Context: an optimization exercise on an open-source flow, tuned for small area. The choices shown serve that exercise and are no tape-out recipe.
Only simulation tests tie the RTL to the original design; equivalence was not proved.
No driver is modelled on the clock port, so clock power and skew are understated where the tree is cut down; a real chip needs a root buffer or a tree.
Power figures rest on the tool's default switching activity, not on a simulated workload.

## amber
Design adc_12bit, start of the top module:
module adc_12bit #(
    parameter ADC_BITS = 12,
    parameter V_REF_MV = 2500,
    parameter CONV_CYCLES = 12
)(
    input  wire                    clk,
    input  wire                    rst_n,
    input  wire signed [15:0]      analog_in_mv,
    input  wire                    start_conv,
    output reg  signed [ADC_BITS-1:0] digital_out,
    output reg                        valid_out,
    output reg                        busy
);
Size in the first run: roughly 170 cells after synthesis, about 40 flip-flops, ~33 I/O pins, ~0.0017 mm2 of cells after synthesis.
==> flow/config.mk <==
export PLATFORM = sky130hd
export DESIGN_NAME = adc_12bit
export DESIGN_NICKNAME = adc_12bit
export VERILOG_FILES = /design/flow/design.v
export SDC_FILE = /design/flow/constraint.sdc
export NUM_CORES = 4
export LEC_CHECK = 0
export CAP_MARGIN = 20
export CORE_AREA = 2 2 60 60
export DIE_AREA = 0 0 62 62
export PLACE_DENSITY = 0.85
export SLEW_MARGIN = 20
==> flow/constraint.sdc <==
create_clock -name core_clock -period 20.0 [get_ports {clk}]
set_input_delay 4.0000 -clock core_clock [delete_from_list [all_inputs] [get_ports {clk}]]
set_output_delay 4.0000 -clock core_clock [all_outputs]
set_load 0.01 [all_outputs]
standard.sh (not shown) runs the stock make flow with config.mk's settings and CLKGATE_MAP_FILE= SYNTH_SCRIPT=/design/flow/synth_recipe.tcl, a recipe that flattens the netlist after the stock synthesis.
==> flow/flow/run.sh <==
#!/bin/bash
# Own layout flow: the standard ORFS flow with these changes:
#  - synthesis maps the logic with area-oriented ABC scripts (flow/abc_*.abc):
#    each is tried (synthesis only) and the one giving the smallest
#    synthesized area is used for the layout,
#  - port buffers are sky130_fd_sc_hd__buf_1 (one per input/output port, as usual),
#  - synthesis leaves adders to ABC (no ORFS adder cell mapping),
#  - after CTS, the clock tree is replaced by a flat one (flow/clock_tree.tcl):
#    the clock port drives two clkbuf_8 buffers, each driving the flip-flops
#    of one placement cluster; a buffer whose sinks see a slow edge is swapped
#    for the next size up.
set -euo pipefail
W=$(pwd)
F=$W/flow
# synthesis script: the standard flow's, with the ABC override sourced first
awk -v ov="$F/abc_override.tcl" 'NR==1{print; print "source " ov; next} {print}' synth_recipe.tcl > my_synth.tcl
sed "s#$W/synth_recipe.tcl#$W/my_synth.tcl#g" standard.sh > my_standard.sh
export BUFFER_PORTS_ARGS="-buffer_cell sky130_fd_sc_hd__buf_1"
export ADDER_MAP_FILE=
export POST_CTS_TCL=$F/clock_tree.tcl
export NCLK=2
export CLKBUF=sky130_fd_sc_hd__clkbuf_8
export CLK_SLEW_UPSIZE_NS=0.122
export CTS_ARGS="-sink_clustering_enable -repair_clock_nets -dont_use_dummy_load -buf_list sky130_fd_sc_hd__clkbuf_4"

# try each ABC script, synthesis only, each in an ORFS work folder of its own
names=()
for s in "$F"/abc_*.abc; do
  n=$(basename "$s" .abc)
  names+=("$n")
  sed "s#WORK_HOME=$W/orfs #WORK_HOME=$W/try_$n #" my_standard.sh > "try_$n.sh"
  (MY_ABC_SCRIPT="$s" bash "try_$n.sh" synth > "try_$n.log" 2>&1 || true) &
done
wait
best=""
best_area=""
for n in "${names[@]}"; do
  f=$(ls "$W"/try_"$n"/reports/*/adc_12bit/base/synth_stat.txt 2>/dev/null | head -1 || true)
  [[ -n "$f" ]] || continue
  a=$(awk '/Chip area/ {print $NF}' "$f" | tail -1)
  echo "$n $a" >> synth_tries.txt
  if [[ -z "$best" ]] || awk -v a="$a" -v b="$best_area" 'BEGIN{exit !(a < b)}'; then
    best=$n
    best_area=$a
  fi
done
echo "chosen: $best $best_area" >> synth_tries.txt
export MY_ABC_SCRIPT=$F/$best.abc
bash my_standard.sh > make_flow.log 2>&1
==> flow/flow/abc_override.tcl <==
# Map the combinational logic with an area-oriented ABC script (flow/area.abc)
# instead of ORFS's speed script. Flip-flops are mapped before ABC runs, so the
# registers are the standard synthesis's.
proc abc {args} {
  set i [lsearch -exact $args -script]
  if {$i >= 0 && [info exists ::env(MY_ABC_SCRIPT)]} {
    lset args [expr {$i + 1}] $::env(MY_ABC_SCRIPT)
  }
  yosys abc {*}$args
}
Other scripts of this flow, unchanged in this note and not shown: flow/flow/abc_a.abc, flow/flow/abc_b.abc, flow/flow/abc_c.abc, flow/flow/clock_tree.tcl
Input changes introduced in quartz (baseline for comparison: amber):
--- a/flow/flow/run.sh
+++ b/flow/flow/run.sh
@@ -1,7 +1,8 @@
 #!/bin/bash
 # Own layout flow: the standard ORFS flow with these changes:
-#  - synthesis maps the logic with area-oriented ABC scripts (flow/abc_*.abc):
-#    each is tried (synthesis only) and the one giving the smallest
-#    synthesized area is used for the layout,
+#  - synthesis maps the logic with area-oriented ABC scripts (flow/abc_*.abc:
+#    three fixed scripts and &deepsyn with twelve seeds): each is tried
+#    (synthesis only) and the one giving the smallest synthesized area is
+#    used for the layout,
 #  - port buffers are sky130_fd_sc_hd__buf_1 (one per input/output port, as usual),
 #  - synthesis leaves adders to ABC (no ORFS adder cell mapping),
@@ -24,13 +25,14 @@
 export CTS_ARGS="-sink_clustering_enable -repair_clock_nets -dont_use_dummy_load -buf_list sky130_fd_sc_hd__clkbuf_4"
 
-# try each ABC script, synthesis only, each in an ORFS work folder of its own
+# try each ABC script, synthesis only, each in an ORFS work folder of its own,
+# four at a time
 names=()
 for s in "$F"/abc_*.abc; do
   n=$(basename "$s" .abc)
+  n=${n#abc_}
   names+=("$n")
   sed "s#WORK_HOME=$W/orfs #WORK_HOME=$W/try_$n #" my_standard.sh > "try_$n.sh"
-  (MY_ABC_SCRIPT="$s" bash "try_$n.sh" synth > "try_$n.log" 2>&1 || true) &
 done
-wait
+printf '%s\n' "${names[@]}" | xargs -P 4 -I{} bash -c 'MY_ABC_SCRIPT="$1/abc_$2.abc" bash "try_$2.sh" synth > "try_$2.log" 2>&1 || true' _ "$F" {}
 best=""
 best_area=""
@@ -46,4 +48,4 @@
 done
 echo "chosen: $best $best_area" >> synth_tries.txt
-export MY_ABC_SCRIPT=$F/$best.abc
+export MY_ABC_SCRIPT=$F/abc_$best.abc
 bash my_standard.sh > make_flow.log 2>&1
==> flow/flow/abc_d0.abc (new file) <==
&get -n
&st
&deepsyn -J 200 -S 0
&nf -R 1000 -p
&put
==> flow/flow/abc_d1.abc (new file) <==
&get -n
&st
&deepsyn -J 200 -S 1
&nf -R 1000 -p
&put
==> flow/flow/abc_d10.abc (new file) <==
&get -n
&st
&deepsyn -J 200 -S 10
&nf -R 1000 -p
&put
==> flow/flow/abc_d11.abc (new file) <==
&get -n
&st
&deepsyn -J 200 -S 11
&nf -R 1000 -p
&put
==> flow/flow/abc_d2.abc (new file) <==
&get -n
&st
&deepsyn -J 200 -S 2
&nf -R 1000 -p
&put
==> flow/flow/abc_d3.abc (new file) <==
&get -n
&st
&deepsyn -J 200 -S 3
&nf -R 1000 -p
&put
==> flow/flow/abc_d4.abc (new file) <==
&get -n
&st
&deepsyn -J 200 -S 4
&nf -R 1000 -p
&put
==> flow/flow/abc_d5.abc (new file) <==
&get -n
&st
&deepsyn -J 200 -S 5
&nf -R 1000 -p
&put
==> flow/flow/abc_d6.abc (new file) <==
&get -n
&st
&deepsyn -J 200 -S 6
&nf -R 1000 -p
&put
==> flow/flow/abc_d7.abc (new file) <==
&get -n
&st
&deepsyn -J 200 -S 7
&nf -R 1000 -p
&put
==> flow/flow/abc_d8.abc (new file) <==
&get -n
&st
&deepsyn -J 200 -S 8
&nf -R 1000 -p
&put
==> flow/flow/abc_d9.abc (new file) <==
&get -n
&st
&deepsyn -J 200 -S 9
&nf -R 1000 -p
&put
Findings:
In quartz, the fmax came out about 9% above the value in amber. Of amber and quartz, the run reporting the higher design area was amber. Looking at endpoint of the worst setup timing path, the rem[6] result is from amber; the rem[4] one comes from quartz. Taking amber as the reference, in quartz utilization after layout now smaller; final cycle utilization of the critical path down 2.7 points; fraction of power spent switching nets fell 0.53 points. [compare] base=amber new=quartz: routed wire length fell by 260 um; logic depth of the worst register-to-register path went up 1.

========
before:
Starting RTL as in the previous note.
clock: 20.0 ns
lec_check: 0
cap_margin: 0
core_area: 2 2 60 60
die_area: 0 0 62 62
gpl_timing_driven: 0
place_density: 0.85
slew_margin: 0
==> flow/flow/run.sh <==
#!/bin/bash
# Own layout flow: the standard ORFS flow with these changes:
#  - synthesis maps the logic with area-oriented ABC scripts (flow/abc_*.abc:
#    three fixed scripts and &deepsyn with twelve seeds): each is tried
#    (synthesis only) and the one giving the smallest synthesized area is
#    used for the layout,
#  - port buffers are sky130_fd_sc_hd__buf_1 (one per input/output port, as usual),
#  - synthesis leaves adders to ABC (no ORFS adder cell mapping),
#  - after CTS, the clock tree is replaced by a flat one (flow/clock_tree.tcl):
#    the clock port drives two clkbuf_8 buffers, each driving the flip-flops
#    of one placement cluster; a buffer whose sinks see a slow edge is swapped
#    for the next size up.
set -euo pipefail
W=$(pwd)
F=$W/flow
# synthesis script: the standard flow's, with the ABC override sourced first
awk -v ov="$F/abc_override.tcl" 'NR==1{print; print "source " ov; next} {print}' synth_recipe.tcl > my_synth.tcl
sed "s#$W/synth_recipe.tcl#$W/my_synth.tcl#g" standard.sh > my_standard.sh
export BUFFER_PORTS_ARGS="-buffer_cell sky130_fd_sc_hd__buf_1"
export ADDER_MAP_FILE=
export POST_CTS_TCL=$F/clock_tree.tcl
export NCLK=2
export CLKBUF=sky130_fd_sc_hd__clkbuf_8
export CLK_SLEW_UPSIZE_NS=0.122
export CTS_ARGS="-sink_clustering_enable -repair_clock_nets -dont_use_dummy_load -buf_list sky130_fd_sc_hd__clkbuf_4"

# try each ABC script, synthesis only, each in an ORFS work folder of its own,
# four at a time
names=()
for s in "$F"/abc_*.abc; do
  n=$(basename "$s" .abc)
  n=${n#abc_}
  names+=("$n")
  sed "s#WORK_HOME=$W/orfs #WORK_HOME=$W/try_$n #" my_standard.sh > "try_$n.sh"
done
printf '%s\n' "${names[@]}" | xargs -P 4 -I{} bash -c 'MY_ABC_SCRIPT="$1/abc_$2.abc" bash "try_$2.sh" synth > "try_$2.log" 2>&1 || true' _ "$F" {}
best=""
best_area=""
for n in "${names[@]}"; do
  f=$(ls "$W"/try_"$n"/reports/*/adc_12bit/base/synth_stat.txt 2>/dev/null | head -1 || true)
  [[ -n "$f" ]] || continue
  a=$(awk '/Chip area/ {print $NF}' "$f" | tail -1)
  echo "$n $a" >> synth_tries.txt
  if [[ -z "$best" ]] || awk -v a="$a" -v b="$best_area" 'BEGIN{exit !(a < b)}'; then
    best=$n
    best_area=$a
  fi
done
echo "chosen: $best $best_area" >> synth_tries.txt
export MY_ABC_SCRIPT=$F/abc_$best.abc
bash my_standard.sh > make_flow.log 2>&1
==> flow/flow/clock_tree.tcl <==
# Replaces the clock tree that CTS built with a flat one: the clock port
# drives NCLK buffers (cell CLKBUF) directly, each driving the flip-flops of one
# placement cluster (k-means on the flip-flops' positions). A buffer whose
# sinks see a slow edge (estimated from placement) is swapped for the next
# size up. Then the placement is legalized.
set block [ord::get_db_block]
set db_ [ord::get_db]
set clknet [$block findNet clk]
set kinds {}
# 1. undo CTS: every flip-flop clock pin back on the port's net, CTS cells removed
set cts_insts {}
foreach inst [$block getInsts] {
  set m [[$inst getMaster] getName]
  if {[regexp {^sky130_fd_sc_hd__clk(buf|inv)_} $m] && [regexp {^(clkbuf_|clkload)} [$inst getName]]} {
    lappend cts_insts $inst
  }
}
set cts_nets {}
foreach inst $cts_insts {
  foreach it [$inst getITerms] {
    set n [$it getNet]
    if {$n ne "NULL" && [$n getName] ne "clk" && [$n getSigType] eq "CLOCK" || ($n ne "NULL" && [string match clknet* [$n getName]])} {
      if {[lsearch -exact $cts_nets $n] < 0} { lappend cts_nets $n }
    }
  }
}
foreach n $cts_nets {
  foreach it [$n getITerms] {
    set inst [$it getInst]
    if {[lsearch -exact $cts_insts $inst] >= 0} { continue }
    $it disconnect
    $it connect $clknet
  }
}
foreach inst $cts_insts { puts "clock_tree: removing [$inst getName] ([[$inst getMaster] getName])"; odb::dbInst_destroy $inst }
foreach n $cts_nets { if {[llength [$n getITerms]] == 0} { odb::dbNet_destroy $n } }

# 2. cluster the sinks
set sinks {}
foreach it [$clknet getITerms] {
  if {[$it isInputSignal]} {
    set inst [$it getInst]
    lassign [$inst getLocation] x y
    set m [$inst getMaster]
    lappend sinks [list "[$inst getName]/[[$it getMTerm] getName]" [expr {$x + [$m getWidth]/2}] [expr {$y + [$m getHeight]/2}]]
  }
}
set k $::env(NCLK)
set sorted [lsort -integer -index 1 $sinks]
set n [llength $sorted]
set cents {}
for {set i 0} {$i < $k} {incr i} { set s [lindex $sorted [expr {int(($i + 0.5) * $n / $k)}]]; lappend cents [list [lindex $s 1] [lindex $s 2]] }
for {set iter 0} {$iter < 50} {incr iter} {
  set groups {}
  for {set i 0} {$i < $k} {incr i} { lappend groups {} }
  foreach s $sinks {
    set best 0; set bd -1
    for {set i 0} {$i < $k} {incr i} {
      lassign [lindex $cents $i] cx cy
      set d [expr {abs([lindex $s 1]-$cx) + abs([lindex $s 2]-$cy)}]
      if {$bd < 0 || $d < $bd} { set bd $d; set best $i }
    }
    lset groups $best [concat [lindex $groups $best] [list $s]]
  }
  set new {}
  for {set i 0} {$i < $k} {incr i} {
    set g [lindex $groups $i]
    if {[llength $g] == 0} { lappend new [lindex $cents $i]; continue }
    set sx 0; set sy 0
    foreach s $g { incr sx [lindex $s 1]; incr sy [lindex $s 2] }
    lappend new [list [expr {$sx / [llength $g]}] [expr {$sy / [llength $g]}]]
  }
  set cents $new
}
# 3. one buffer per cluster
set dbu [$block getDbUnitsPerMicron]
set bufs {}
for {set i 0} {$i < $k} {incr i} {
  set g [lindex $groups $i]
  if {[llength $g] == 0} { continue }
  set pins {}
  foreach s $g { lappend pins [get_pins [lindex $s 0]] }
  lassign [lindex $cents $i] cx cy
  puts "clock_tree: cluster $i: [llength $g] sinks around ([expr {$cx/double($dbu)}], [expr {$cy/double($dbu)}])"
  insert_buffer -buffer_cell $::env(CLKBUF) -net clk -load_pins $pins -location [list [expr {$cx/double($dbu)}] [expr {$cy/double($dbu)}]] -buffer_name clkbuf_leaf_$i -net_name clknet_leaf_$i
  # the new buffer drives the first sink of the cluster
  lassign [split [lindex $g 0 0] /] iname pname
  set lnet [[[$block findInst $iname] findITerm $pname] getNet]
  $lnet setSigType CLOCK
  # a leaf net gets no non-default rule (insert_buffer copies the clock port net's)
  $lnet setNonDefaultRule NULL
  foreach it [$lnet getITerms] { if {[$it isOutputSignal]} { lappend bufs [$it getInst] } }
}
$clknet setSigType CLOCK
detailed_placement
# 4. upsize a buffer whose sinks see a slow edge
estimate_parasitics -placement
set swapped 0
foreach inst $bufs {
  set m [[$inst getMaster] getName]
  regexp {_([0-9]+)$} $m -> size
  if {$size >= 16} { continue }
  set worst 0.0
  foreach it [[[$inst findITerm X] getNet] getITerms] {
    if {[$it isOutputSignal]} { continue }
    set s [get_property [get_pins "[[$it getInst] getName]/[[$it getMTerm] getName]"] slew_max]
    if {$s > $worst} { set worst $s }
  }
  puts "clock_tree: [$inst getName] $m drives [expr {[llength [[[$inst findITerm X] getNet] getITerms]] - 1}] sinks, worst sink slew [format %.4f $worst] ns"
  if {$worst > $::env(CLK_SLEW_UPSIZE_NS)} {
    set new sky130_fd_sc_hd__clkbuf_[expr {$size * 2}]
    puts "clock_tree: [$inst getName] $m -> $new"
    $inst swapMaster [$db_ findMaster $new]
    incr swapped
  }
}
if {$swapped} { detailed_placement }
check_placement -verbose
estimate_parasitics -placement
Scripts as last shown in full above: flow/flow/abc_override.tcl
Other scripts of this flow, unchanged in this note and not shown: flow/flow/abc_a.abc, flow/flow/abc_b.abc, flow/flow/abc_c.abc, flow/flow/abc_d0.abc, flow/flow/abc_d1.abc, flow/flow/abc_d10.abc, flow/flow/abc_d11.abc, flow/flow/abc_d2.abc, flow/flow/abc_d3.abc, flow/flow/abc_d4.abc, flow/flow/abc_d5.abc, flow/flow/abc_d6.abc, flow/flow/abc_d7.abc, flow/flow/abc_d8.abc, flow/flow/abc_d9.abc
## Diff of input files: after against before
--- a/flow/flow/clock_tree.tcl
+++ b/flow/flow/clock_tree.tcl
@@ -3 +3 @@
-# placement cluster (k-means on the flip-flops' positions). A buffer whose
+# placement cluster (balanced bisection of the flip-flops' positions). A buffer whose
@@ -48,3 +48,14 @@
-set k $::env(NCLK)
-set sorted [lsort -integer -index 1 $sinks]
-set n [llength $sorted]
+# recursive balanced bisection: split a group in two equal halves along its
+# longer side until there are NCLK groups
+proc bisect {g n} {
+  if {$n <= 1 || [llength $g] < 2} { return [list $g] }
+  set xs [lmap s $g {lindex $s 1}]; set ys [lmap s $g {lindex $s 2}]
+  set dx [expr {[tcl::mathfunc::max {*}$xs] - [tcl::mathfunc::min {*}$xs]}]
+  set dy [expr {[tcl::mathfunc::max {*}$ys] - [tcl::mathfunc::min {*}$ys]}]
+  set sorted [lsort -integer -index [expr {$dx >= $dy ? 1 : 2}] $g]
+  set n1 [expr {$n / 2}]
+  set cut [expr {int(round(double([llength $g]) * $n1 / $n))}]
+  return [concat [bisect [lrange $sorted 0 [expr {$cut - 1}]] $n1] [bisect [lrange $sorted $cut end] [expr {$n - $n1}]]]
+}
+set groups [bisect $sinks $::env(NCLK)]
+set k [llength $groups]
@@ -52,22 +63,4 @@
-for {set i 0} {$i < $k} {incr i} { set s [lindex $sorted [expr {int(($i + 0.5) * $n / $k)}]]; lappend cents [list [lindex $s 1] [lindex $s 2]] }
-for {set iter 0} {$iter < 50} {incr iter} {
-  set groups {}
-  for {set i 0} {$i < $k} {incr i} { lappend groups {} }
-  foreach s $sinks {
-    set best 0; set bd -1
-    for {set i 0} {$i < $k} {incr i} {
-      lassign [lindex $cents $i] cx cy
-      set d [expr {abs([lindex $s 1]-$cx) + abs([lindex $s 2]-$cy)}]
-      if {$bd < 0 || $d < $bd} { set bd $d; set best $i }
-    }
-    lset groups $best [concat [lindex $groups $best] [list $s]]
-  }
-  set new {}
-  for {set i 0} {$i < $k} {incr i} {
-    set g [lindex $groups $i]
-    if {[llength $g] == 0} { lappend new [lindex $cents $i]; continue }
-    set sx 0; set sy 0
-    foreach s $g { incr sx [lindex $s 1]; incr sy [lindex $s 2] }
-    lappend new [list [expr {$sx / [llength $g]}] [expr {$sy / [llength $g]}]]
-  }
-  set cents $new
+foreach g $groups {
+  set sx 0; set sy 0
+  foreach s $g { incr sx [lindex $s 1]; incr sy [lindex $s 2] }
+  lappend cents [list [expr {$sx / [llength $g]}] [expr {$sy / [llength $g]}]]
Row post-route minimum period: after lower / before higher
Relative to before, the layout overhead on the synthesized area of after is lower by 0.69 points.
Comparing before with after, the depth of the worst register-to-register path came out essentially unchanged.
Any difference in sequential power between after and before is small enough to ignore.
Worst setup slack for after: 15 ps up relative to before
Overall die area: before vs after identical
Global-route wire length before repair ends up lower on after.
after went all the way through the flow, and no timing, DRC or antenna check failed.

separate check: timing with driven ports:
The flow's constraints put no driver on any port. The routed layouts listed below were extracted and timed again, unchanged, in two steps.
Step 1 assumes that a clkbuf_16 drives the clock port and a buf_2 every other input.
Step 2 adds t to the input delays and takes it off the output delays; t is the mean of the earliest and latest rising clock arrival at the registers after step 1. Input paths then give back, and output paths get back, about the clock's delay inside the block.
Slacks: no drivers / after step 1 / after step 2; pairs: no drivers / after step 1.
run	t (ns)	slack for setup (ns)	clock arrival spread, ns
amber	0.198	13.794 / 13.808 / 13.610	0.010 / 0.010
quartz	0.195	14.327 / 14.339 / 14.145	0.017 / 0.017
before	0.188	14.237 / 14.254 / 14.067	0.007 / 0.007
after	0.194	14.253 / 14.262 / 14.068	0.006 / 0.006
After both steps every run listed still meets setup and hold. The setup slack of after, which loses most, moves by +0.009 ns with the drivers and by -0.185 ns with both steps.
